Source: an optimization exercise on an open RTL-to-GDS flow (aim: small area). Production flows keep margins and buffers that such runs may drop. Only simulation tests tie the RTL to the original design; equivalence was not proved. Power figures rest on the tool's default switching activity, not on a simulated workload.

Setup of build 67:
## CPU
module CPU
  ( input             clk
  , input             rst
  , output     [15:0] addr
  , input      [ 7:0] data_in
  , output     [ 7:0] data_out
  , output            rd_enable
  , output            wr_enable
  , input      [7:0]  int_pending
  , output     [7:0]  int_clear
  );
  reg [7:0]  op;       
  reg [4:0]  st;       
  reg        cb;       
  reg        intr;     
  reg        halted;
  reg        ime;
  reg [7:0]  a, b, c, d, e, h, l, w, z;
  reg [15:0] sp, pc;
  reg        zf, nf, hf, cf;
  reg [4:0]  ipq;      
  wire [1:0] p  = op[5:4];
  wire [2:0] oy = op[5:3];
  wire [2:0] oz = op[2:0];
  wire       oq = op[3];
  wire       x0 = op[7:6] == 2'd0;
  wire       x1 = op[7:6] == 2'd1;
  wire       x2 = op[7:6] == 2'd2;
  wire       x3 = op[7:6] == 2'd3;
  wire       y6 = oy == 3'd6;
  wire       z6 = oz == 3'd6;
  wire cond = (op[4] ? cf : zf) == op[3];
  wire s1  = st == 5'd1;
  wire s2  = st == 5'd2;
  wire s3  = st == 5'd3;
  wire s4  = st == 5'd4;
  wire s5  = st == 5'd5;
  wire s6  = st == 5'd6;
  wire s7  = st == 5'd7;
  wire s8  = st == 5'd8;
  wire s9  = st == 5'd9;
  wire s10 = st == 5'd10;
  wire s11 = st == 5'd11;
  wire s13 = st == 5'd13;
  wire s14 = st == 5'd14;
  wire s15 = st == 5'd15;
  wire s17 = st == 5'd17;
  wire s18 = st == 5'd18;
  wire s19 = st == 5'd19;
  wire s21 = st == 5'd21;
  wire s23 = st == 5'd23;
  wire ex = !intr & !cb;
  wire cx = cb;
  wire i_nop     = ex & op == 8'h00;
  wire i_ld16    = ex & x0 & oz == 3'd1 & !oq;
  wire i_addhl   = ex & x0 & oz == 3'd1 & oq;
  wire i_ldrra   = ex & x0 & oz == 3'd2 & !oq & !op[5];
  wire i_ldia    = ex & x0 & oz == 3'd2 & !oq & op[5];
  wire i_ldarr   = ex & x0 & oz == 3'd2 & oq & !op[5];
  wire i_ldai    = ex & x0 & oz == 3'd2 & oq & op[5];
  wire i_incdec16= ex & x0 & oz == 3'd3;
  wire i_incdec8 = ex & x0 & oz[2:1] == 2'd2 & !y6;
  ...
For scale: roughly 130 flip-flops, roughly 52 I/O pins.
==> flow/config.mk <==
export PLATFORM = sky130hd
export DESIGN_NAME = CPU
export DESIGN_NICKNAME = CPU
export VERILOG_FILES = /design/flow/design.v
export SDC_FILE = /design/flow/constraint.sdc
export NUM_CORES = 8
export LEC_CHECK = 0
export CAP_MARGIN = 20
export CORE_MARGIN = 2
export CORE_UTILIZATION = 45
export SLEW_MARGIN = 20
==> flow/constraint.sdc <==
create_clock -name core_clock -period 10.0 [get_ports {clk}]
set_input_delay 2.0000 -clock core_clock [delete_from_list [all_inputs] [get_ports {clk}]]
set_output_delay 2.0000 -clock core_clock [all_outputs]
set_load 0.01 [all_outputs]
standard.sh (not shown) runs the stock make flow with config.mk's settings and CLKGATE_MAP_FILE= SYNTH_SCRIPT=/design/flow/synth_recipe.tcl, a recipe that flattens the netlist after the stock synthesis.
==> flow/flow/run.sh <==
#!/bin/bash
# Own layout flow: the standard ORFS flow with two changes.
#  - Synthesis maps the logic with an area-oriented ABC script
#    (flow/abc_area.script) instead of ORFS's delay-oriented one. Registers
#    are mapped before ABC runs, so they come out as in the standard synthesis.
#  - Clock tree synthesis uses clkbuf_8 buffers and no dummy loads.
# Each tool writes its log under orfs/logs; make's own output goes to
# own_flow.log in the work folder.
set -euo pipefail
W=$(pwd)
F=$W/flow
{
  echo "proc abc {args} {"
  echo "  set i [lsearch -exact \$args -script]"
  echo "  if {\$i >= 0} { lset args [expr {\$i + 1}] $F/abc_area.script }"
  echo "  yosys abc {*}\$args"
  echo "}"
  cat "$W/synth_recipe.tcl"
} > "$W/own_synth.tcl"
sed "s|SYNTH_SCRIPT=[^ ]*|SYNTH_SCRIPT=$W/own_synth.tcl|" "$W/standard.sh" > "$W/own_standard.sh"
grep -q "SYNTH_SCRIPT=$W/own_synth.tcl" "$W/own_standard.sh"
export CTS_ARGS="-sink_clustering_enable -repair_clock_nets -dont_use_dummy_load -buf_list sky130_fd_sc_hd__clkbuf_8"
bash "$W/own_standard.sh" finish > "$W/own_flow.log" 2>&1
==> flow/flow/abc_area.script <==
&get -n
&st
&dch -f
&nf -R 1000
&st
&dch -f
&nf -R 1000
&put
topo
stime -c
Edits applied to the flow inputs when going from build 67 to build 85:
Settings: CORE_UTILIZATION now 30, was 45.
==> flow/run.sh (new file) <==
#!/bin/bash
# synth_recipe.tcl (not shown) runs the flow's synth.tcl, then flattens the netlist and writes it again
# the make line also repeats each setting of config.mk as NAME=value (left out here)
make -C /OpenROAD-flow-scripts/flow DESIGN_CONFIG=/design/flow/config.mk WORK_HOME=/design/flow/orfs CLKGATE_MAP_FILE= SYNTH_SCRIPT=/design/flow/synth_recipe.tcl finish
removed: flow/flow/run.sh
removed: flow/flow/abc_area.script
removed: flow/standard.sh
Looking at number of optimization iterations in the first detailed-route pass, build 85 sits 2 lower than build 67 does. From build 67 to build 85 the numbers moved as follows: relative contribution of combinational cells to total power down 0.3 points, post-synthesis instance total picked up an extra 307, setup clock skew after layout saw a decrease, horizontal extent of the die rose by 37%, clock-buffer cell count now sits higher. Compared with build 67, build 85 shows number of distinct standard cells referenced by the synthesized netlist that has gone up by more than half.
Input changes introduced in build 28 (baseline for comparison: build 85):
==> flow/flow/run.sh (new file) <==
#!/bin/bash
# Own layout flow: the standard ORFS flow with two changes.
#  - Synthesis maps the logic with an area-oriented ABC script
#    (flow/abc_area.script) instead of ORFS's delay-oriented one. Registers
#    are mapped before ABC runs, so they come out as in the standard synthesis.
#  - Clock tree synthesis uses clkbuf_8 buffers and no dummy loads.
# Each tool writes its log under orfs/logs; make's own output goes to
# own_flow.log in the work folder.
set -euo pipefail
W=$(pwd)
F=$W/flow
{
  echo "proc abc {args} {"
  echo "  set i [lsearch -exact \$args -script]"
  echo "  if {\$i >= 0} { lset args [expr {\$i + 1}] $F/abc_area.script }"
  echo "  yosys abc {*}\$args"
  echo "}"
  cat "$W/synth_recipe.tcl"
} > "$W/own_synth.tcl"
sed "s|SYNTH_SCRIPT=[^ ]*|SYNTH_SCRIPT=$W/own_synth.tcl|" "$W/standard.sh" > "$W/own_standard.sh"
grep -q "SYNTH_SCRIPT=$W/own_synth.tcl" "$W/own_standard.sh"
export CTS_ARGS="-sink_clustering_enable -repair_clock_nets -dont_use_dummy_load -buf_list sky130_fd_sc_hd__clkbuf_8"
bash "$W/own_standard.sh" finish > "$W/own_flow.log" 2>&1
==> flow/flow/abc_area.script (new file) <==
&get -n
&st
&dch -f
&nf -R 1000
&st
&dch -f
&nf -R 1000
&put
topo
stime -c
==> flow/standard.sh (new file) <==
#!/bin/bash
# synth_recipe.tcl (not shown) runs the flow's synth.tcl, then flattens the netlist and writes it again
# the make line also repeats each setting of config.mk as NAME=value (left out here)
make -C /OpenROAD-flow-scripts/flow DESIGN_CONFIG=/design/flow/config.mk WORK_HOME=/design/flow/orfs CLKGATE_MAP_FILE= SYNTH_SCRIPT=/design/flow/synth_recipe.tcl "${@:-finish}"
removed: flow/run.sh
Findings:
Summary of build 28 over build 85: portion of total power attributed to the clock network went down 11 points, buffers plus inverters on the worst setup path grew by 2, logic depth of the worst register-to-register path increased 9, maximum clock frequency higher.

-- separate check: timing with driven ports --
Ports are ideal in the flow. The routed layouts listed here were re-timed in OpenROAD.
Step 1 (the two cells are an assumption about what drives the block):
set clk [get_ports {clk}]
set_driving_cell -lib_cell sky130_fd_sc_hd__clkbuf_16 $clk
set_driving_cell -lib_cell sky130_fd_sc_hd__buf_2 [delete_from_list [all_inputs] $clk]
Step 2 also shifts input and output timing later by t, the mid clock arrival at the registers, as if the neighbouring blocks saw the same clock.
Three values: ideal ports, drivers, drivers and shift; two values: the first two.
| run | shift t [ns] | setup WS [ns] | slew at the worst register clock pin (ns) |
|---|---|---|---|
| build 67 | 0.492 | 0.498 / 0.498 / 0.498 | 0.11 / 0.11 |
| build 85 | 0.502 | 0.389 / 0.389 / 0.389 | 0.08 / 0.08 |
| build 28 | 0.495 | 0.456 / 0.456 / 0.456 | 0.09 / 0.09 |
After both steps setup and hold are still met in every run listed.
